From an optimization exercise on the open Yosys and OpenROAD flow, aimed at small area, a short achievable clock period and few clock cycles per item; shortcuts taken in it are not production practice. In this exercise RTL edits were held to simulation tests only and were not proved equivalent to the original. Power figures rest on the tool's default switching activity, not on a simulated workload.

<file path="flow/run.sh">
#!/bin/bash
# synth_recipe.tcl (not shown) runs the flow's synth.tcl, then flattens the netlist and writes it again
# the make line also repeats each setting of config.mk as NAME=value (left out here)
make -C /OpenROAD-flow-scripts/flow DESIGN_CONFIG=/design/flow/config.mk WORK_HOME=/design/flow/orfs CLKGATE_MAP_FILE= SYNTH_SCRIPT=/design/flow/synth_recipe.tcl finish
</file>
<file path="flow/config.mk">
export PLATFORM = sky130hd
export DESIGN_NAME = lenet
export DESIGN_NICKNAME = lenet
export VERILOG_FILES = /design/flow/design.v
export SDC_FILE = /design/flow/constraint.sdc
export NUM_CORES = 8
export LEC_CHECK = 0
export CAP_MARGIN = 20
export CORE_MARGIN = 2
export CORE_UTILIZATION = 40
export SLEW_MARGIN = 20
</file>
<file path="flow/constraint.sdc">
create_clock -name core_clock -period 15.0 [get_ports {clk}]
set_input_delay 3.0000 -clock core_clock [delete_from_list [all_inputs] [get_ports {clk}]]
set_output_delay 3.0000 -clock core_clock [all_outputs]
set_load 0.01 [all_outputs]
</file>
<file path="flow/design.v">
module lenet (
    input wire clk,
    input wire rst_n,
    input wire compute_start,
    output reg compute_finish,
    input wire [31:0] scale_CONV1,
    input wire [31:0] scale_CONV2,
    input wire [31:0] scale_CONV3,
    input wire [31:0] scale_FC1,
    input wire [31:0] scale_FC2,
    output reg [ 3:0] sram_weight_wea0,
    output reg [15:0] sram_weight_addr0,
    output reg [31:0] sram_weight_wdata0,
    input wire [31:0] sram_weight_rdata0,
    output reg [ 3:0] sram_weight_wea1,
    output reg [15:0] sram_weight_addr1,
    output reg [31:0] sram_weight_wdata1,
    input wire [31:0] sram_weight_rdata1,
    output reg [ 3:0] sram_act_wea0,
    output reg [15:0] sram_act_addr0,
    output reg [31:0] sram_act_wdata0,
    input wire [31:0] sram_act_rdata0,
    output reg [ 3:0] sram_act_wea1,
    output reg [15:0] sram_act_addr1,
    output reg [31:0] sram_act_wdata1,
    input wire [31:0] sram_act_rdata1
);
    reg [2:0] state, next_state;
    wire load_done, layer_done, do_store;
    wire [8*8-1:0] in_act;  
    wire [10*8-1:0] weight;  
    wire [8*8-1:0] out_act;  
    reg [9:0] scale;
    wire [7:0] wea;
    wire [9:0] load_act_addr0, load_act_addr1, store_act_addr0, store_act_addr1;
    reg in_rst_n;
    reg in_compute_start;
    reg out_compute_finish;
    reg [9:0] in_scale_CONV1, in_scale_CONV2, in_scale_CONV3, in_scale_FC1;
    wire [13:0] out_sram_weight_addr0, out_sram_weight_addr1;
    reg [31:0] in_sram_weight_rdata0, in_sram_weight_rdata1;
    wire [3:0] out_sram_act_wea0, out_sram_act_wea1;
    reg [9:0] out_sram_act_addr0, out_sram_act_addr1;
    wire [31:0] out_sram_act_wdata0, out_sram_act_wdata1;
    reg [31:0] in_sram_act_rdata0, in_sram_act_rdata1;
    always @(posedge clk) begin
        in_rst_n <= rst_n;
        in_compute_start <= compute_start;
        in_scale_CONV1 <= scale_CONV1;
        in_scale_CONV2 <= scale_CONV2;
        in_scale_CONV3 <= scale_CONV3;
        in_scale_FC1 <= scale_FC1;
        in_sram_weight_rdata0 <= sram_weight_rdata0;
        in_sram_weight_rdata1 <= sram_weight_rdata1;
        in_sram_act_rdata0 <= sram_act_rdata0;
        in_sram_act_rdata1 <= sram_act_rdata1;
        compute_finish <= out_compute_finish;
        sram_weight_wea0 <= 1'b0;  
        sram_weight_addr0 <= out_sram_weight_addr0;
        sram_weight_wdata0 <= 1'b0;  
        sram_weight_wea1 <= 1'b0;  
        sram_weight_addr1 <= out_sram_weight_addr1;
        sram_weight_wdata1 <= 1'b0;  
        sram_act_wea0 <= out_sram_act_wea0;
        sram_act_addr0 <= out_sram_act_addr0;
        sram_act_wdata0 <= out_sram_act_wdata0;
        sram_act_wea1 <= out_sram_act_wea1;
        sram_act_addr1 <= out_sram_act_addr1;
        sram_act_wdata1 <= out_sram_act_wdata1;
    end  
    reg [6*3-1:0] state_delay;  
    reg [5:0] do_store_delay;  
    reg [2:0] layer_done_delay;  
    always @(posedge clk) begin
        if(!in_rst_n) begin
            state_delay <= 1'b0;
            do_store_delay <= 1'b0;
            layer_done_delay <= 1'b0;
        end
        else begin
            state_delay <= {state_delay[14:0], state[2:0]};
            do_store_delay <= {do_store_delay[4:0], do_store};
            layer_done_delay <= {layer_done_delay[1:0], layer_done};
        end
    end
    load_act lda(
        .clk(clk),
        .rst_n(in_rst_n),
        .state(state),
        .stop(do_store_delay[0]),
        .in_act(in_act),
        .load_done(load_done),
        .sram_act_addr0(load_act_addr0), .sram_act_addr1(load_act_addr1),
        .sram_act_rdata0(in_sram_act_rdata0), .sram_act_rdata1(in_sram_act_rdata1)     
    );
    load_weight ldw(
        .clk(clk),
        .rst_n(in_rst_n),
        .state(state),
        .stop(do_store_delay[0]),
        .data_state(state_delay[8:6]),
        .weight(weight),
        .sram_weight_addr0(out_sram_weight_addr0), .sram_weight_addr1(out_sram_weight_addr1),
        .sram_weight_rdata0(in_sram_weight_rdata0), .sram_weight_rdata1(in_sram_weight_rdata1)    
    );
    layer ly(
        .clk(clk),
        .rst_n(in_rst_n),
        .state(state_delay[17:12]),
        .next_mul_state(state_delay[11:9]),
        .stop(do_store_delay[5:4]),
        .weight(weight),
        .in_act(in_act),
        .scale(scale),
        .out_act(out_act),
        .wea(wea),
        .do_store(do_store),
        .layer_done(layer_done)
    );
    store sd(
        .clk(clk),
        .rst_n(in_rst_n),
        .state(state_delay[17:15]),
        .do_store(do_store),
        .out_act(out_act),
        .wea(wea),
        .sram_act_wea0(out_sram_act_wea0), .sram_act_wea1(out_sram_act_wea1),
        .sram_act_addr0(store_act_addr0), .sram_act_addr1(store_act_addr1),
        .sram_act_wdata0(out_sram_act_wdata0), .sram_act_wdata1(out_sram_act_wdata1)    
    );
    always @(posedge clk) begin
        if(!in_rst_n) state <= 3'd0;       
        else state <= next_state;        
    end
    always @(*) begin    
        if(do_store_delay[0]) begin  
            out_sram_act_addr0 = store_act_addr0;
            out_sram_act_addr1 = store_act_addr1;
        end
        else begin  
            out_sram_act_addr0 = load_act_addr0;
            out_sram_act_addr1 = load_act_addr1;
        end
        case(state)
            3'd0: begin
                next_state = in_compute_start ? 3'd1 : 3'd0;
            end
            3'd1: begin
                next_state = load_done? 3'd2: 3'd1;   
            end      
            3'd2: begin
                next_state = load_done? 3'd3: 3'd2;  
            end  
            3'd3: begin
                next_state = load_done? 3'd4: 3'd3;   
            end  
            3'd4: begin
                next_state = load_done? 3'd5: 3'd4;    
            end  
            3'd5: begin
                next_state = load_done? 3'd6: 3'd5;     
            end  
            default: begin  
                next_state = layer_done_delay[2]? 3'd0: 3'd6;
            end
        endcase
        case(state_delay[17:15])
            3'd1: scale = in_scale_CONV1;
            3'd2: scale = in_scale_CONV2;
            3'd3: scale = in_scale_CONV3;
            3'd4: scale = in_scale_FC1;
            default: scale = 0;
        endcase
        case(state)
            3'd6: out_compute_finish = layer_done_delay[2];
            default: out_compute_finish = 1'b0;    
        endcase
    end
endmodule
module load_act(
    input wire clk,
    input wire rst_n,
    input wire [2:0] state,
    input wire stop,
    output reg [8*8-1:0] in_act,  
    output reg load_done,
    output reg [9:0] sram_act_addr0, sram_act_addr1,
    input wire [31:0] sram_act_rdata0, sram_act_rdata1
);
    reg [3:0] cnt_unit1, next_cnt_unit1;
    reg [6:0] cnt_unit2, next_cnt_unit2;
    reg [9:0] cnt_unit3, next_cnt_unit3;
    reg [13:0] cnt_unit4, next_cnt_unit4;
    reg unit1_bound, unit2_bound, unit3_bound, unit4_bound;
    reg [9:0] act_idx, next_act_idx;
    reg [8*8-1:0] next_in_act;
    reg [9:0] next_act_addr0, next_act_addr1;
    reg next_load_done;
    always @(posedge clk) begin
        if (!rst_n) begin
            cnt_unit1 <= 1'b0;
            cnt_unit2 <= 1'b0;
            cnt_unit3 <= 1'b0;
            cnt_unit4 <= 1'b0;
            act_idx <= 1'b0;
            in_act <= 1'b0;
            sram_act_addr0 <= 16'b0;
            sram_act_addr1 <= 16'b1;
            load_done <= 1'b0;
        end
        else begin
            cnt_unit1 <= next_cnt_unit1;
            cnt_unit2 <= next_cnt_unit2;
            cnt_unit3 <= next_cnt_unit3;
            cnt_unit4 <= next_cnt_unit4;
            act_idx <= next_act_idx;
            in_act <= next_in_act;
            sram_act_addr0 <= next_act_addr0;
            sram_act_addr1 <= next_act_addr1;  
            load_done <= next_load_done; 
        end
    end
    always @(*) begin
        if(!stop) begin
            case(state)
                3'd1: begin
                    unit1_bound = (cnt_unit1 == 4'd6-1);
                    unit2_bound = (cnt_unit2 == 7'd42-1); 
                    unit3_bound = (cnt_unit3 == 10'd588-1); 
                    unit4_bound = (cnt_unit4 == 14'd3528-1); 
                    next_cnt_unit1 = unit1_bound? 1'b0: (cnt_unit1 + 1'b1);
                    next_cnt_unit2 = unit2_bound? 1'b0: (cnt_unit2 + 1'b1);
                    next_cnt_unit3 = unit3_bound? 1'b0: (cnt_unit3 + 1'b1);
                    next_cnt_unit4 = unit4_bound? 1'b0: (cnt_unit4 + 1'b1);
                    if(unit4_bound)
                        next_act_idx = 10'd256;  
                    else begin
                        if(unit3_bound)
                            next_act_idx = 1'b0;  
                        else begin
                            if(unit2_bound)
                                next_act_idx = act_idx + 10'd10;  
                            else
                                next_act_idx = unit1_bound? (act_idx + 1'b1): act_idx;  
                        end        
                    end   
                    next_act_addr0 = act_idx + cnt_unit1*8;  
                    next_act_addr1 = act_idx + cnt_unit1*8 + 1'b1;              
                    next_in_act = {sram_act_rdata1, sram_act_rdata0};   
                    next_load_done = unit4_bound;
                end
                3'd2: begin
                    unit1_bound = (cnt_unit1 == 4'd6-1);
                    unit2_bound = (cnt_unit2 == 7'd108-1);
                    unit3_bound = (cnt_unit3 == 10'd540-1);
                    unit4_bound = (cnt_unit4 == 14'd8640-1);
                    next_cnt_unit1 = unit1_bound? 1'b0: (cnt_unit1 + 1'b1);
                    next_cnt_unit2 = unit2_bound? 1'b0: (cnt_unit2 + 1'b1);
                    next_cnt_unit3 = unit3_bound? 1'b0: (cnt_unit3 + 1'b1);
                    next_cnt_unit4 = unit4_bound? 1'b0: (cnt_unit4 + 1'b1);
                    if(unit4_bound)
                        next_act_idx = 10'd592;  
                    else begin
                        if(unit3_bound) 
                            next_act_idx = 10'd256;  
                        else begin
                            case(cnt_unit2)
                                7'd36-1, 7'd72-1: next_act_idx = act_idx - 10'd280 + 1'b1;  
                                7'd108-1: next_act_idx = act_idx - 10'd280 + 10'd6;  
                                default: next_act_idx = unit1_bound? (act_idx + 10'd56): act_idx;  
                            endcase  
                        end   
                    end
                    next_act_addr0 = act_idx + cnt_unit1*4;  
                    next_act_addr1 = act_idx + cnt_unit1*4 + 1'b1;  
                    next_in_act = {sram_act_rdata1, sram_act_rdata0}; 
                    next_load_done = unit4_bound;
                end
                3'd3: begin
                    unit1_bound = (cnt_unit1 == 4'd5-1);  
                    unit2_bound = (cnt_unit2 == 7'd5-1);  
                    unit3_bound = (cnt_unit3 == 10'd50-1); 
                    unit4_bound = (cnt_unit4 == 14'd6000-1); 
                    next_cnt_unit1 = unit1_bound? 1'b0: (cnt_unit1 + 1'b1);
                    next_cnt_unit2 = unit2_bound? 1'b0: (cnt_unit2 + 1'b1);
                    next_cnt_unit3 = unit3_bound? 1'b0: (cnt_unit3 + 1'b1); 
                    next_cnt_unit4 = unit4_bound? 1'b0: (cnt_unit4 + 1'b1);
                    next_act_idx = unit4_bound? 10'd692: act_idx;  
                    next_act_addr0 = act_idx + cnt_unit3*2;
                    next_act_addr1 = act_idx + cnt_unit3*2 + 1'b1;  
                    next_in_act = {sram_act_rdata1, sram_act_rdata0}; 
                    next_load_done = unit4_bound;
                end
                3'd4: begin
                    unit1_bound = (cnt_unit1 == 4'd15-1);  
                    unit2_bound = (cnt_unit2 == 7'd15-1);  
                    unit3_bound = (cnt_unit3 == 10'd15-1); 
                    unit4_bound = (cnt_unit4 == 14'd1260-1);
                    next_cnt_unit1 = unit1_bound? 1'b0: (cnt_unit1 + 1'b1);
                    next_cnt_unit2 = unit2_bound? 1'b0: (cnt_unit2 + 1'b1);
                    next_cnt_unit3 = unit3_bound? 1'b0: (cnt_unit3 + 1'b1); 
                    next_cnt_unit4 = unit4_bound? 1'b0: (cnt_unit4 + 1'b1);
                    next_act_idx =  unit4_bound? 10'd722: act_idx;  
                    next_act_addr0 = act_idx + cnt_unit3*2;
                    next_act_addr1 = act_idx + cnt_unit3*2 + 1'b1;  
                    next_in_act = {sram_act_rdata1, sram_act_rdata0}; 
                    next_load_done = unit4_bound;
                end
                3'd5: begin
                    unit1_bound = (cnt_unit1 == 4'd11-1);  
                    unit2_bound = (cnt_unit2 == 7'd11-1);  
                    unit3_bound = (cnt_unit3 == 10'd11-1); 
                    unit4_bound = (cnt_unit4 == 14'd110-1);
                    next_cnt_unit1 = unit1_bound? 1'b0: (cnt_unit1 + 1'b1);
                    next_cnt_unit2 = unit2_bound? 1'b0: (cnt_unit2 + 1'b1);
                    next_cnt_unit3 = unit3_bound? 1'b0: (cnt_unit3 + 1'b1); 
                    next_cnt_unit4 = unit4_bound? 1'b0: (cnt_unit4 + 1'b1);
                    next_act_idx = act_idx;
                    next_act_addr0 = act_idx + cnt_unit3*2;
                    next_act_addr1 = act_idx + cnt_unit3*2 + 1'b1;  
                    next_in_act = {sram_act_rdata1, sram_act_rdata0}; 
                    next_load_done = unit4_bound;
                end
                default: begin
                    unit1_bound = 1'b0;
                    unit2_bound = 1'b0;
                    unit3_bound = 1'b0;
                    unit4_bound = 1'b0;
                    next_cnt_unit1 = cnt_unit1;
                    next_cnt_unit2 = cnt_unit2;
                    next_cnt_unit3 = cnt_unit3;
                    next_cnt_unit4 = cnt_unit4;
                    next_act_idx = act_idx;
                    next_act_addr0 = sram_act_addr0;
                    next_act_addr1 = sram_act_addr1;
                    next_in_act = {sram_act_rdata1, sram_act_rdata0};
                    next_load_done = load_done;
                end
            endcase
        end
        else begin
            unit1_bound = 1'b0;
            unit2_bound = 1'b0;
            unit3_bound = 1'b0;
            unit4_bound = 1'b0;
            next_cnt_unit1 = cnt_unit1;
            next_cnt_unit2 = cnt_unit2;
            next_cnt_unit3 = cnt_unit3;
            next_cnt_unit4 = cnt_unit4;
            next_act_idx = act_idx;
            next_act_addr0 = sram_act_addr0;
            next_act_addr1 = sram_act_addr1;
            next_in_act = {sram_act_rdata1, sram_act_rdata0};
            next_load_done = load_done;
        end
    end
endmodule
module load_weight (
    input wire clk,
    input wire rst_n,
    input wire [2:0] state,
    input wire stop,
    input wire [2:0] data_state,  
    output reg [10*8-1:0] weight,  
    output reg [13:0] sram_weight_addr0, sram_weight_addr1,
    input wire [31:0] sram_weight_rdata0, sram_weight_rdata1
);
    reg [3:0] cnt_unit1, next_cnt_unit1;
    reg [5:0] cnt_unit2, next_cnt_unit2;
    reg [12:0] cnt_unit3, next_cnt_unit3;
    reg unit1_bound, unit2_bound, unit3_bound;
    reg [13:0] weight_idx, next_weight_idx;
    reg [10*8-1:0] next_weight;
    reg [13:0] next_weight_addr0, next_weight_addr1;
    always @(posedge clk) begin
        if (!rst_n) begin
            cnt_unit1 <= 1'b0;
            cnt_unit2 <= 1'b0;
            cnt_unit3 <= 1'b0;
            weight_idx <= 1'b0;
            weight <= 1'b0;
            sram_weight_addr0 <= 16'b0;
            sram_weight_addr1 <= 16'b1;
        end
        else begin
            cnt_unit1 <= next_cnt_unit1;
            cnt_unit2 <= next_cnt_unit2;
            cnt_unit3 <= next_cnt_unit3;
            weight_idx <= next_weight_idx;
            weight <= next_weight;
            sram_weight_addr0 <= next_weight_addr0;
            sram_weight_addr1 <= next_weight_addr1;   
        end
    end
    always @(*) begin
        if(!stop) begin
            case(state)
                3'd1: begin
                    unit1_bound = (cnt_unit1 == 4'd6-1);
                    unit2_bound = (cnt_unit2 == 6'd6-1);  
                    unit3_bound = (cnt_unit3 == 13'd588-1); 
                    next_cnt_unit1 = unit1_bound? 1'b0: (cnt_unit1 + 1'b1);
                    next_cnt_unit2 = unit2_bound? 1'b0: (cnt_unit2 + 1'b1);
                    next_cnt_unit3 = unit3_bound? 1'b0: (cnt_unit3 + 1'b1);
                    next_weight_idx = unit3_bound? (weight_idx + 10'd10): weight_idx;  
                    next_weight_addr0 = unit1_bound? sram_weight_addr0: (weight_idx + cnt_unit1*2);  
                    next_weight_addr1 = unit1_bound? sram_weight_addr1: (weight_idx + cnt_unit1*2 + 1'b1);                       
                end 
                3'd2: begin
                    unit1_bound = (cnt_unit1 == 4'd6-1);
                    unit2_bound = (cnt_unit2 == 6'd36-1);
                    unit3_bound = (cnt_unit3 == 13'd540-1);
                    next_cnt_unit1 = unit1_bound? 1'b0: (cnt_unit1 + 1'b1);
                    next_cnt_unit2 = unit2_bound? 1'b0: (cnt_unit2 + 1'b1);
                    next_cnt_unit3 = unit3_bound? 1'b0: (cnt_unit3 + 1'b1);
                    if(unit3_bound)
                        next_weight_idx = weight_idx + 10'd10;  
                    else begin
                        if(unit2_bound)
                            next_weight_idx = weight_idx - 10'd50;  
                        else
                            next_weight_idx = unit1_bound? (weight_idx + 10'd10): weight_idx;  
                    end
                    next_weight_addr0 = unit1_bound? sram_weight_addr0: (weight_idx + cnt_unit1*2);  
                    next_weight_addr1 = unit1_bound? sram_weight_addr1: (weight_idx + cnt_unit1*2 + 1'b1);                           
                end
                3'd3: begin
                    unit1_bound = (cnt_unit1 == 4'd6-1);  
                    unit2_bound = (cnt_unit2 == 6'd6-1);  
                    unit3_bound = (cnt_unit3 == 13'd6000-1);
                    next_cnt_unit1 = unit1_bound? 1'b0: (cnt_unit1 + 1'b1);
                    next_cnt_unit2 = unit2_bound? 1'b0: (cnt_unit2 + 1'b1);
                    next_cnt_unit3 = unit3_bound? 1'b0: (cnt_unit3 + 1'b1);
                    next_weight_idx = unit3_bound? 16'd13020: weight_idx;  
                    next_weight_addr0 = weight_idx + cnt_unit3*2;
                    next_weight_addr1 = weight_idx + cnt_unit3*2 + 1'b1;                           
                end
                3'd4: begin
                    unit1_bound = (cnt_unit1 == 4'd6-1);  
                    unit2_bound = (cnt_unit2 == 6'd6-1);  
                    unit3_bound = (cnt_unit3 == 13'd1260-1);
                    next_cnt_unit1 = unit1_bound? 1'b0: (cnt_unit1 + 1'b1);
                    next_cnt_unit2 = 1'b0;
                    next_cnt_unit3 = unit3_bound? 1'b0: (cnt_unit3 + 1'b1);
                    next_weight_idx = unit3_bound? 16'd15540: weight_idx;  
                    next_weight_addr0 = weight_idx + cnt_unit3*2;
                    next_weight_addr1 = weight_idx + cnt_unit3*2 + 1'b1;                           
                end
                3'd5: begin
                    unit1_bound = (cnt_unit1 == 4'd11-1);
                    unit2_bound = (cnt_unit2 == 6'd1-1);
                    unit3_bound = (cnt_unit3 == 13'd110-1);  
                    next_cnt_unit1 = unit1_bound? 1'b0: (cnt_unit1 + 1'b1);
                    next_cnt_unit2 = unit1_bound? (cnt_unit2 + 1'b1): cnt_unit2;
                    next_cnt_unit3 = unit3_bound? 1'b0: (cnt_unit3 + 1'b1);
                    next_weight_idx = unit1_bound? (weight_idx + 16'd21): weight_idx;
                    next_weight_addr0 = weight_idx + cnt_unit1*2;
                    next_weight_addr1 = unit1_bound? (16'd15750 + cnt_unit2): (weight_idx + cnt_unit1*2 + 1'b1);  
                end
                default: begin
                    unit1_bound = 1'b0;
                    unit2_bound = 1'b0;
                    unit3_bound = 1'b0;
                    next_cnt_unit1 = cnt_unit1;
                    next_cnt_unit2 = cnt_unit2;
                    next_cnt_unit3 = cnt_unit3;
                    next_weight_idx = weight_idx;
                    next_weight_addr0 = sram_weight_addr0;
                    next_weight_addr1 = sram_weight_addr1;
                end
            endcase
        end
        else begin
            unit1_bound = 1'b0;
            unit2_bound = 1'b0;
            unit3_bound = 1'b0;
            next_cnt_unit1 = cnt_unit1;
            next_cnt_unit2 = cnt_unit2;
            next_cnt_unit3 = cnt_unit3;
            next_weight_idx = weight_idx;
            next_weight_addr0 = sram_weight_addr0;
            next_weight_addr1 = sram_weight_addr1;
        end
        case(data_state)
            3'd1, 3'd2: next_weight = {weight[39:0], sram_weight_rdata1[7:0], sram_weight_rdata0};
            3'd3, 3'd4, 3'd5, 3'd6: next_weight = {16'b0, sram_weight_rdata1, sram_weight_rdata0};
            default: next_weight = weight;
        endcase
    end
endmodule
module layer (
    input wire clk,
    input wire rst_n,
    input wire [5:0] state,  
    input wire [2:0] next_mul_state,  
    input wire [1:0] stop,  
    input wire [10*8-1:0] weight,  
    input wire [8*8-1:0] in_act,  
    input wire [9:0] scale,
    output reg [8*8-1:0] out_act,  
    output reg [7:0] wea,
    output reg do_store,
    output reg layer_done
);
    reg [8:0] cnt_unit1, next_cnt_unit1;
    reg [13:0] cnt_unit2, next_cnt_unit2;
    reg [8*32-1:0] psum;  
    wire [8*32-1:0] next_psum;  
    wire [2*32-1:0] max;  
    wire [2*8-1:0] cur_out_act;  
    reg [8*8-1:0] next_out_act;  
    reg [7:0] next_wea;
    reg next_layer_done, next_do_store;
    mul_iw mul1(  
        .clk(clk),
        .rst_n(rst_n),
        .state(state[2:0]),  
        .next_state(next_mul_state),
        .stop(stop[0]),
        .psum(psum),  
        .weight(weight),
        .in_act(in_act),
        .next_psum(next_psum)  
    );
    comparator cmp1(  
        .in({psum[191:128], psum[63:0]}),  
        .max(max[31:0])  
    ); 
    comparator cmp2(  
        .in({psum[255:192], psum[127:64]}),  
        .max(max[63:32])  
    );  
    rqc r1(  
        .in(max[31:0]),  
        .scale(scale),
        .out(cur_out_act[7:0])  
    );
    rqc r2(  
        .in(max[63:32]),  
        .scale(scale),
        .out(cur_out_act[15:8])  
    );
    always @(posedge clk) begin
        if(!rst_n) begin
            cnt_unit1 <= 1'b0;
            cnt_unit2 <= 1'b0;
            psum <= 1'b0;
            out_act <= 1'b0;
            wea <= 1'b0;
            do_store <= 1'b0;
            layer_done <= 1'b0;
        end
        else begin
            cnt_unit1 <= next_cnt_unit1;
            cnt_unit2 <= next_cnt_unit2;
            psum <= next_psum;
            out_act <= next_out_act;
            wea <= next_wea;
            do_store <= next_do_store;
            layer_done <= next_layer_done;
        end
    end
    always @(*) begin
        next_out_act = out_act;
        if(!stop[1]) begin
            case(state[5:3])  
                3'd1: begin 
                    next_cnt_unit1 = (cnt_unit1 == 9'd42-1)? 1'b0: (cnt_unit1 + 1'b1);
                    next_cnt_unit2 = (cnt_unit2 == 14'd3528-1)? 1'b0: (cnt_unit2 + 1'b1);
                    case(cnt_unit1)
                        9'd6-1, 9'd30-1: next_out_act = {48'b0, cur_out_act};
                        9'd12-1, 9'd36-1: next_out_act[31:16] = cur_out_act;
                        9'd18-1, 9'd42-1: next_out_act[47:32] = cur_out_act;
                        9'd24-1: next_out_act[63:48] = cur_out_act;
                    endcase
                    next_do_store = (cnt_unit1 == 9'd24-1) | (cnt_unit1 == 9'd42-1);
                    next_layer_done = (cnt_unit2 == 14'd3528-1);
                    next_wea = 8'b1111_1111;
                end
                3'd2: begin
                    next_cnt_unit1 = (cnt_unit1 == 9'd432-1)? 1'b0: (cnt_unit1 + 1'b1);
                    next_cnt_unit2 = (cnt_unit2 == 14'd8640-1)? 1'b0: (cnt_unit2 + 1'b1);
                    case(cnt_unit1)
                        9'd36-1: next_out_act = {48'b0, cur_out_act};
                        9'd72-1: next_out_act[31:16] = cur_out_act;
                        9'd108-1: next_out_act[39:32] = cur_out_act[7:0];
                        9'd144-1: next_out_act = {40'b0, cur_out_act, 8'b0};
                        9'd180-1: next_out_act[39:24] = cur_out_act;
                        9'd216-1: next_out_act[47:40] = cur_out_act[7:0];
                        9'd252-1: next_out_act = {32'b0, cur_out_act, 16'b0};
                        9'd288-1: next_out_act[47:32] = cur_out_act;
                        9'd324-1: next_out_act[55:48] = cur_out_act[7:0];
                        9'd360-1: next_out_act = {24'b0, cur_out_act, 24'b0};
                        9'd396-1: next_out_act[55:40] = cur_out_act;
                        9'd432-1: next_out_act[63:56] = cur_out_act[7:0];
                    endcase
                    case(cnt_unit1)
                        9'd108-1: next_wea = 8'b0001_1111;
                        9'd216-1: next_wea = 8'b0011_1110;
                        9'd324-1: next_wea = 8'b0111_1100;
                        9'd432-1: next_wea = 8'b1111_1000;
                        default: next_wea = 8'b0000_0000;
                    endcase
                    next_do_store = (cnt_unit1 == 9'd108-1) | (cnt_unit1 == 9'd216-1) | (cnt_unit1 == 9'd324-1) | (cnt_unit1 == 9'd432-1);
                    next_layer_done = (cnt_unit2 == 14'd8640-1);
                end
                3'd3: begin
                    next_cnt_unit1 = (cnt_unit1 == 9'd400-1)? 1'b0: (cnt_unit1 + 1'b1);
                    next_cnt_unit2 = (cnt_unit2 == 14'd6000-1)? 1'b0: (cnt_unit2 + 1'b1);
                    case(cnt_unit1)
                        9'd50-1: next_out_act[7:0] = cur_out_act[7:0];
                        9'd100-1: next_out_act[15:8] = cur_out_act[7:0];
                        9'd150-1: next_out_act[23:16] = cur_out_act[7:0];
                        9'd200-1: next_out_act[31:24] = cur_out_act[7:0];
                        9'd250-1: next_out_act[39:32] = cur_out_act[7:0];
                        9'd300-1: next_out_act[47:40] = cur_out_act[7:0];
                        9'd350-1: next_out_act[55:48] = cur_out_act[7:0];
                        9'd400-1: next_out_act[63:56] = cur_out_act[7:0];
                    endcase
                    next_wea = 8'b1111_1111;
                    next_do_store = (cnt_unit1 == 9'd400-1);
                    next_layer_done = (cnt_unit2 == 14'd6000-1);
                end
                3'd4: begin
                    next_cnt_unit1 = ((cnt_unit1 == 9'd120-1) | (cnt_unit2 == 14'd1260-1))? 1'b0: (cnt_unit1 + 1'b1);
                    next_cnt_unit2 = (cnt_unit2 == 14'd1260-1)? 1'b0: (cnt_unit2 + 1'b1);
                    case(cnt_unit1)
                        9'd15-1: next_out_act[7:0] = cur_out_act[7:0];
                        9'd30-1: next_out_act[15:8] = cur_out_act[7:0];
                        9'd45-1: next_out_act[23:16] = cur_out_act[7:0];
                        9'd60-1: next_out_act[31:24] = cur_out_act[7:0];
                        9'd75-1: next_out_act[39:32] = cur_out_act[7:0];
                        9'd90-1: next_out_act[47:40] = cur_out_act[7:0];
                        9'd105-1: next_out_act[55:48] = cur_out_act[7:0];
                        9'd120-1: next_out_act[63:56] = cur_out_act[7:0];
                    endcase
                    next_wea = (cnt_unit2 == 14'd1260-1)? 8'b0000_1111: 8'b1111_1111;
                    next_do_store = (cnt_unit1 == 9'd120-1) | (cnt_unit2 == 14'd1260-1);
                    next_layer_done = (cnt_unit2 == 14'd1260-1);
                end
                3'd5: begin
                    next_cnt_unit1 = (cnt_unit1 == 9'd22-1)? 1'b0: (cnt_unit1 + 1'b1);
                    next_cnt_unit2 = (cnt_unit2 == 14'd110-1)? 1'b0: (cnt_unit2 + 1'b1);
                    case(cnt_unit1)
                        9'd11-2: next_out_act[31:0] = next_psum[31:0];
                        9'd22-2: next_out_act[63:32] = next_psum[31:0];
                    endcase
                    next_wea = 8'b1111_1111;
                    next_do_store = (cnt_unit1 == 9'd22-2);
                    next_layer_done = (cnt_unit2 == 14'd110-2);
                end
                default: begin
                    next_cnt_unit1 = cnt_unit1;
                    next_cnt_unit2 = cnt_unit2;
                    next_do_store = do_store;
                    next_layer_done = layer_done;
                    next_wea = wea;
                end
            endcase
        end
        else begin
            next_cnt_unit1 = cnt_unit1;
            next_cnt_unit2 = cnt_unit2;
            next_do_store = do_store;
            next_layer_done = layer_done;
            next_wea = wea;
        end
    end
endmodule
module mul_iw(
    input wire clk,
    input wire rst_n,
    input wire [2:0] state,
    input wire [2:0] next_state,
    input wire stop,
    input wire [8*32-1:0] psum,  
    input wire [10*8-1:0] weight,  
    input wire [8*8-1:0] in_act,  
    output reg [8*32-1:0] next_psum  
);
    integer i;
    reg [5:0] cnt_unit1, next_cnt_unit1;
    wire [2:0] psum_state = ((state == 3'd2) && (next_state == 3'd3))? 3'd3: state;
    always @(posedge clk) begin
        if(!rst_n) begin
            cnt_unit1 <= 1'b0;
        end
        else begin
            cnt_unit1 <= next_cnt_unit1;
        end
    end
    always @(*) begin
        if(!stop) begin
            case(state)
                3'd1: next_cnt_unit1 = (cnt_unit1 == 6'd6-1)? 1'b0: (cnt_unit1 + 1'b1);
                3'd2: next_cnt_unit1 = (cnt_unit1 == 6'd36-1)? 1'b0: (cnt_unit1 + 1'b1);
                3'd3: next_cnt_unit1 = (cnt_unit1 == 6'd50-1)? 1'b0: (cnt_unit1 + 1'b1);
                3'd4: next_cnt_unit1 = (cnt_unit1 == 6'd15-1)? 1'b0: (cnt_unit1 + 1'b1);
                3'd5: next_cnt_unit1 = (cnt_unit1 == 6'd11-1)? 1'b0: (cnt_unit1 + 1'b1);
                default: next_cnt_unit1 = cnt_unit1;
            endcase
            case(psum_state)
                3'd1, 3'd2: begin
                    case(cnt_unit1)
                        6'd0: begin
                            for(i = 0; i < 4; i = i+1) begin
                                next_psum[i*32 +: 32] = ($signed(in_act[i*8 +: 8])*$signed(weight[7:0]) + $signed(in_act[(i+1)*8 +: 8])*$signed(weight[15:8])) + 
                                                        ($signed(in_act[(i+2)*8 +: 8])*$signed(weight[23:16]) + $signed(in_act[(i+3)*8 +: 8])*$signed(weight[31:24])) + 
                                                        $signed(in_act[(i+4)*8 +: 8])*$signed(weight[39:32]);
                            end
                            next_psum[32*8-1:32*4] = 1'b0;
                        end
                        6'd6, 6'd12, 6'd18, 6'd24, 6'd30: begin
                            for(i = 0; i < 4; i = i+1) begin
                                next_psum[i*32 +: 32] = ($signed(in_act[i*8 +: 8])*$signed(weight[7:0]) + $signed(in_act[(i+1)*8 +: 8])*$signed(weight[15:8])) + 
                                                        ($signed(in_act[(i+2)*8 +: 8])*$signed(weight[23:16]) + $signed(in_act[(i+3)*8 +: 8])*$signed(weight[31:24])) + 
                                                        $signed(in_act[(i+4)*8 +: 8])*$signed(weight[39:32]) + $signed(psum[i*32 +: 32]);
                            end
                            next_psum[32*8-1:32*4] = psum[32*8-1:32*4];
                        end
                        6'd5, 6'd11, 6'd17, 6'd23, 6'd29, 6'd35: begin
                            next_psum[32*4-1:0] = psum[32*4-1:0];
                            for(i = 0; i < 4; i = i+1) begin
                                next_psum[(i+4)*32 +: 32] = ($signed(in_act[i*8 +: 8])*$signed(weight[47:40]) + $signed(in_act[(i+1)*8 +: 8])*$signed(weight[55:48])) + 
                                                            ($signed(in_act[(i+2)*8 +: 8])*$signed(weight[63:56]) + $signed(in_act[(i+3)*8 +: 8])*$signed(weight[71:64])) + 
                                                            $signed(in_act[(i+4)*8 +: 8])*$signed(weight[79:72]) + $signed(psum[(i+4)*32 +: 32]);
                            end
                        end
                        default: begin
                            for(i = 0; i < 4; i = i+1) begin
                                next_psum[i*32 +: 32] = ($signed(in_act[i*8 +: 8])*$signed(weight[7:0]) + $signed(in_act[(i+1)*8 +: 8])*$signed(weight[15:8])) + 
                                                        ($signed(in_act[(i+2)*8 +: 8])*$signed(weight[23:16]) + $signed(in_act[(i+3)*8 +: 8])*$signed(weight[31:24])) + 
                                                        $signed(in_act[(i+4)*8 +: 8])*$signed(weight[39:32]) + $signed(psum[i*32 +: 32]);
                            end
                            for(i = 0; i < 4; i = i+1) begin
                                next_psum[(i+4)*32 +: 32] = ($signed(in_act[i*8 +: 8])*$signed(weight[47:40]) + $signed(in_act[(i+1)*8 +: 8])*$signed(weight[55:48])) + 
                                                            ($signed(in_act[(i+2)*8 +: 8])*$signed(weight[63:56]) + $signed(in_act[(i+3)*8 +: 8])*$signed(weight[71:64])) + 
                                                            $signed(in_act[(i+4)*8 +: 8])*$signed(weight[79:72]) + $signed(psum[(i+4)*32 +: 32]);
                            end
                        end
                    endcase
                end
                3'd3, 3'd4: begin
                    next_psum[255:32] = 1'b0;
                    case(cnt_unit1)
                        6'd0: begin
                            next_psum[31:0] = (($signed(in_act[7:0])*$signed(weight[7:0]) + $signed(in_act[15:8])*$signed(weight[15:8])) +
                                            ($signed(in_act[23:16])*$signed(weight[23:16]) + $signed(in_act[31:24])*$signed(weight[31:24]))) + 
                                            (($signed(in_act[39:32])*$signed(weight[39:32]) + $signed(in_act[47:40])*$signed(weight[47:40])) + 
                                            ($signed(in_act[55:48])*$signed(weight[55:48]) + $signed(in_act[63:56])*$signed(weight[63:56])));
                        end
                        default: begin
                            next_psum[31:0] = (($signed(in_act[7:0])*$signed(weight[7:0]) + $signed(in_act[15:8])*$signed(weight[15:8])) +
                                            ($signed(in_act[23:16])*$signed(weight[23:16]) + $signed(in_act[31:24])*$signed(weight[31:24]))) + 
                                            (($signed(in_act[39:32])*$signed(weight[39:32]) + $signed(in_act[47:40])*$signed(weight[47:40])) + 
                                            ($signed(in_act[55:48])*$signed(weight[55:48]) + $signed(in_act[63:56])*$signed(weight[63:56]))) +
                                            $signed(psum[31:0]);
                        end
                    endcase
                end
                3'd5: begin
                    next_psum[255:32] = 1'b0;
                    case(cnt_unit1)
                        6'd0: begin
                            next_psum[31:0] = (($signed(in_act[7:0])*$signed(weight[7:0]) + $signed(in_act[15:8])*$signed(weight[15:8])) +
                                            ($signed(in_act[23:16])*$signed(weight[23:16]) + $signed(in_act[31:24])*$signed(weight[31:24]))) + 
                                            (($signed(in_act[39:32])*$signed(weight[39:32]) + $signed(in_act[47:40])*$signed(weight[47:40])) + 
                                            ($signed(in_act[55:48])*$signed(weight[55:48]) + $signed(in_act[63:56])*$signed(weight[63:56])));
                        end
                        6'd11-1: begin  
                            next_psum[31:0] = (($signed(in_act[7:0])*$signed(weight[7:0]) + $signed(in_act[15:8])*$signed(weight[15:8])) +
                                            ($signed(in_act[23:16])*$signed(weight[23:16]) + $signed(in_act[31:24])*$signed(weight[31:24]))) +
                                            $signed(psum[31:0]) + $signed(weight[63:32]);
                        end
                        default: begin
                            next_psum[31:0] = (($signed(in_act[7:0])*$signed(weight[7:0]) + $signed(in_act[15:8])*$signed(weight[15:8])) +
                                            ($signed(in_act[23:16])*$signed(weight[23:16]) + $signed(in_act[31:24])*$signed(weight[31:24]))) + 
                                            (($signed(in_act[39:32])*$signed(weight[39:32]) + $signed(in_act[47:40])*$signed(weight[47:40])) + 
                                            ($signed(in_act[55:48])*$signed(weight[55:48]) + $signed(in_act[63:56])*$signed(weight[63:56]))) +
                                            $signed(psum[31:0]);
                        end
                    endcase
                end
                default: next_psum = psum;
            endcase
        end
        else begin
            next_psum = psum;
            next_cnt_unit1 = cnt_unit1;
        end
    end
endmodule
module comparator(  
    input wire [4*32-1:0] in,  
    output reg [31:0] max  
);  
    always @(*) begin
        if($signed(in[31:0]) > $signed(in[63:32])) begin
            if($signed(in[95:64]) > $signed(in[127:96]))
                max = ($signed(in[31:0]) > $signed(in[95:64]))? $signed(in[31:0]): $signed(in[95:64]);
            else
                max = ($signed(in[31:0]) > $signed(in[127:96]))? $signed(in[31:0]): $signed(in[127:96]);
        end
        else begin
            if($signed(in[95:64]) > $signed(in[127:96]))
                max = ($signed(in[63:32]) > $signed(in[95:64]))? $signed(in[63:32]): $signed(in[95:64]);
            else
                max = ($signed(in[63:32]) > $signed(in[127:96]))? $signed(in[63:32]): $signed(in[127:96]);
        end
    end
endmodule
module rqc(  
    input wire [31:0] in,  
    input [9:0] scale,
    output reg [7:0] out  
);
    reg [31:0] quant;
    always @(*) begin
        if($signed(in) > 0) begin  
            quant = ($signed(scale) * $signed(in)) >>> 16;  
            out = (quant > 32'h7f)? 8'h7f: quant[7:0];  
        end
        else begin
            quant = 32'b0;
            out = 8'b0;
        end
    end
endmodule
module store(
    input wire clk,
    input wire rst_n,
    input wire [2:0] state,
    input wire do_store,
    input wire [8*8-1:0] out_act,  
    input wire [7:0] wea,
    output reg [3:0] sram_act_wea0, sram_act_wea1,
    output reg [9:0] sram_act_addr0, sram_act_addr1,
    output reg [31:0] sram_act_wdata0, sram_act_wdata1
);
    reg [3:0] next_act_wea0, next_act_wea1;
    reg [9:0] next_act_addr0, next_act_addr1;
    reg [31:0] next_sram_act_wdata0, next_sram_act_wdata1;
    always @(posedge clk) begin
        if(!rst_n) begin
            sram_act_wea0 <= 4'b0;
            sram_act_wea1 <= 4'b0;
            sram_act_addr0 <= 16'd0; 
            sram_act_addr1 <= 16'd0;
            sram_act_wdata0 <= 32'b0;
            sram_act_wdata1 <= 32'b0;
        end
        else begin
            sram_act_wea0 <= next_act_wea0;
            sram_act_wea1 <= next_act_wea1;
            sram_act_addr0 <= next_act_addr0; 
            sram_act_addr1 <= next_act_addr1; 
            sram_act_wdata0 <= next_sram_act_wdata0;
            sram_act_wdata1 <= next_sram_act_wdata1;
        end
    end
    always @(*) begin
        if(do_store) begin
            next_act_wea0 = wea[3:0];
            next_act_wea1 = wea[7:4]; 
            next_sram_act_wdata0 = out_act[31:0];
            next_sram_act_wdata1 = out_act[63:32];
            case(state)
                3'd1, 3'd3, 3'd4: begin                 
                    next_act_addr0 = sram_act_addr0 + 2'd2;
                    next_act_addr1 = sram_act_addr1 + 2'd2;      
                end
                3'd2: begin
                    case(wea) 
                        8'b0001_1111: begin
                            next_act_addr0 = sram_act_addr0 + 2'd2;
                            next_act_addr1 = sram_act_addr1 + 2'd2; 
                        end
                        default: begin
                            next_act_addr0 = sram_act_addr0 + 2'd1;
                            next_act_addr1 = sram_act_addr1 + 2'd1; 
                        end
                    endcase                   
                end
                3'd5: begin
                    if(sram_act_addr0 == 16'd742) begin  
                        next_act_addr0 = sram_act_addr0 + 2'd1;
                        next_act_addr1 = sram_act_addr1 + 2'd1; 
                    end
                    else begin
                        next_act_addr0 = sram_act_addr0 + 2'd2;
                        next_act_addr1 = sram_act_addr1 + 2'd2; 
                    end
                end
                default: begin                   
                    next_act_addr0 = sram_act_addr0;
                    next_act_addr1 = sram_act_addr1; 
                end
            endcase
        end
        else begin
            next_act_wea0 = 4'b0;
            next_act_wea1 = 4'b0;
            next_sram_act_wdata0 = 1'b0;
            next_sram_act_wdata1 = 1'b0;
            next_act_addr0 = (state == 3'd0)? 16'd256-2: sram_act_addr0;
            next_act_addr1 = (state == 3'd0)? 16'd257-2: sram_act_addr1;
        end
    end
endmodule
</file>
==> run summary <==
1st-iter DRT viols between 10k and 15k; setup ws final ~500 ps; RR Startpoint ldw.weight[18]$_SDFFE_PN0P_; CTS buffer count 139; XOR/XNOR share of the synthesized area roughly 3.5%; initial antenna violation count 53; post-synthesis sequential area ratio 9.95%; #FFs+latches synth 1047; Pre-antenna DRT Iters 6; Place WS -376 ps; CP required 15730 ps; combinational fraction of design power 53.2%; CP max-delay cell fa_1; layout cell share with drive strength beyond 1 around 5.2%; Die W 730 um; crit path launch type flip-flop; Hold Crit Depth 0; post-synth cell types 110; Post-Syn Area per Cell 9.01 um^2; Synth async-reset ratio 0%; status finished clean; remaining antenna violation count 0; Net Sw Power 6290 uW; DIE AREA 532000 um^2; Synth Cell Area 211000 um^2; min-delay src sd.sram_act_wdata0[21]$_SDFF_PN0_; Clock Sinks 1047; gr usage total 26.4%; Crit Path Class reg -> reg; final net count 30.0k; routed vias between 150k and 200k; fill cell count 51.6k; Area Overhead vs Synth 8.70%; CP peak stage delay 530 ps; Switching Fraction between 40% and 50%; Main synth FF type dfxtp_1; H-tree Lvls 4; root buffer cell clkbuf_16; critical path capture point type flip-flop; Final period util 96.7%; Gate Count Post-Synth 23.4k; Seq pwr share 21.5%; Simple-Gate Fraction of Synth Area around 15%; grt ovf 0; Post-Synth Adder-Cell Area 51.6%; vias in the first global route roughly 170k; actual slew at the worst max-slew pin roughly 1400 ps; DP Area roughly 220000 um^2; slew margin rel. under 10%; I/O Pins 500; CTS tree built; clock-pin slew on the worst setup and hold paths 60 ps; Starting Density 40.2%; Compound-Gate Fraction of Synth Area 9.34%; largest fanout on the critical path 13; fin area roughly 230000 um^2; placer congestion estimate 0.966; post-synthesis cell type with the largest combined area fa_1; Row Count ~270; largest family of logic cells by synthesized area adder cells; Routed WL 698000 um; Pleak 0.106 uW; Hold Path Class reg -> reg; power per cell area around 62 nW/um^2; DIE HEIGHT ~730 um; clock skew roughly 92 ps; CP most frequent cell fa_1; top-area cell type share of the netlist area 39.0%; WL per Instance 22.8 um; buffers added on ports 291; synth top area cells fa_1 (39%), ha_1 (13%), dfxtp_1 (10%), inv_1 (8.4%), and2_1 (4.3%); first-pass GRT wire length 1060000 um; fmax slightly below 0.07 GHz; core area 525000 um^2; Max IR drop VDD 0.0976 mV; synth warn 8; critical path arrival 15230 ps; hold_ws 309 ps; Clock Power Share 25.3%; Int Power ~7900 uW; R2R depth 61; detailed placement HPWL 571000 um; Setup crit start ldw.weight[18]$_SDFFE_PN0P_; EDFF count, synth 0; Final setup violation count 0; fin. max-slew vios 0; largest net degree at the start of global routing 145; Worst-Skew Late Latency slightly above 900 ps; MaxCap Viol Count 0; DRC Markers 0; Fin. Hold Viols 0; via-per-instance ratio 5.33; fin crit period roughly 15000 ps; clock buffer depth 4; mux share of post-synthesis cell area 0.417%
flip-flops by register name, summed over array words and instances, names as in the netlist, 18 cells and up:
name	count
in_sram_act_rdata1	32
state_delay	18
lda.in_act	64
sd.sram_act_wdata0	32
in_sram_weight_rdata1	32
sram_act_wdata1	32
sd.sram_act_wdata1	32
sram_act_wdata0	32
ly.out_act	64
in_sram_act_rdata0	32
ldw.weight	80
ly.psum	256
in_sram_weight_rdata0	32
stage by stage:
step                      utilization (%)  TNS [ps]  instances  power (uW)
after global routing                 43.6      -257      30600       15000
after floorplan                         -         0      23500        7630
after detailed placement             42.6     -1170      30300       10500
after CTS                            43.5         0      30500       14200
final                                43.6         0      30600       14100
after global placement               42.6     -1940      30300       10400
final cells by class:
cell class                      instances  area, um^2  area share, %
Multi-Input combinational cell      16600      169000           73.7
Inverter                             4709       17700           7.73
Sequential cell                      1047       21100           9.21
Timing Repair Buffer                  960        8070           3.52
Tap cell                             6968        8720           3.81
Antenna cell                           23        57.6         0.0251
Clock buffer                          184        3850           1.68
Clock inverter                         61         837          0.366
Yosys cell counts, drive strengths merged, types with 54 or more instances:
cell type / count
nand4: 132
a21o: 210
o31ai: 71
and2: 1469
o21a: 73
dfxtp: 1047
nor2: 1250
a22oi: 206
xor2: 230
nand2b: 324
a21oi: 861
clkbuf: 944
o21ai: 570
mux2i: 54
and3: 152
xnor2: 597
a211oi: 150
a31oi: 101
fa: 4098
nor3: 232
nor4: 55
o211ai: 64
a221oi: 61
nand2: 2178
buf: 150
o22ai: 117
or3: 92
inv: 4705
o21bai: 115
ha: 2126
nand3: 248
nor2b: 109
routing by layer:
layer	global-route usage, %	vias up	part of all wire (%)
li1	-	73000	-
met1	33.8	83200	40
met2	43.3	5514	47
met3	4.21	1239	7.2
met4	13.3	10	6.1
met5	0	-	0.0099
power groups by stage:
stage                     combinational, uW  clock (uW)  sequential, uW
after CTS                              7470        3660            3040
after detailed placement               7410           0            3090
final                                  7530        3580            3040
after global routing                   8240        3740            3050
after floorplan                        4640           0            2990
after global placement                 7330           0            3090
layout by cell type, fill, tap and decap left out, drive strengths merged, types with 26 or more instances in the layout:
master and instances:
inv 4718, fa 4098, nand2 2178, ha 2126
and2 1469, nor2 1250, dfxtp 1047, a21oi 861
buf 669, xnor2 597, o21ai 570, nand2b 324
clkdlybuf4s50 291, nand3 248, nor3 232, xor2 230
a21o 210, a22oi 206, clkbuf 184, and3 152
a211oi 150, nand4 132, o22ai 117, o21bai 115
nor2b 109, a31oi 101, or3 92, conb 88
o21a 73, o31ai 71, o211ai 64, a221oi 61
nor4 55, mux2i 54, a21boi 48, o31a 39
or2 37, a41oi 33, mux2 30, a211o 26
worst max-delay path, delay by kind of cell, from the launching register on:
| kind | cells | cell delay (ps) |
|---|---|---|
| compound gates | 15 | 2860 |
| xor+xnor | 3 | 440 |
| fa+ha+maj | 18 | 7450 |
| buf+inv | 14 | 1470 |
| flops | 1 | 370 |
| simple gates | 11 | 1750 |
final timing paths:
kind / end / slack [ps]
worst min register to register: sram_act_wdata0[21]$_DFF_P_ / 310
worst max-delay path: ly.out_act[31]$_SDFFE_PN0P_ / 500
worst max register to register: ly.out_act[31]$_SDFFE_PN0P_ / 500
worst min-delay path: sram_act_wdata0[21]$_DFF_P_ / 310
kinds of logic after synthesis:
group / Yosys count
DFF: 1047
xor gates and xnor gates: 834
and+or+nand+nor: 6370
other: 1
buffers and inverters: 5803
adders and majority gates: 6225
muxes: 84
AOI/OAI and AO/OA: 3024
timing repair:
| item | 4_1_cts | 5_1_grt |
|---|---|---|
| cloned | 0 | 0 |
| setup buffers | 0 | 5 |
| pin swaps | 1 | 34 |
| resized for setup | 4 | 102 |
| setup endpoints to repair | 10 | 37 |
| hold buffers | 0 | 0 |
Testbench counts, summed over its fixed seeds: cycles 475,872, inferences 24.

what the ideal ports hide:
The flow's constraints put no driver on any port. The routed layout listed below was extracted and timed again, unchanged, in two steps.
Step 1 assumes that a clkbuf_16 drives the clock port and a buf_2 every other input.
Step 2 moves the port delays by t, midway between the first and last clock arrival at a register: inputs arrive t later, outputs are due t later. That takes back most of the time a late clock gives input paths.
Three values: ideal, step 1, step 2; two values: the first two.
t (ns): 0.995
setup WS [ns]: 0.500 / 0.500 / 0.500
latest minus earliest clock arrival (ns): 0.094 / 0.095
slew at the worst register clock pin (ns): 0.08 / 0.08
pins driven straight from the clock port: 1
After both steps this run still meets setup and hold. The setup slack of this run moves by 0.000 ns with the drivers and by 0.000 ns with both steps.
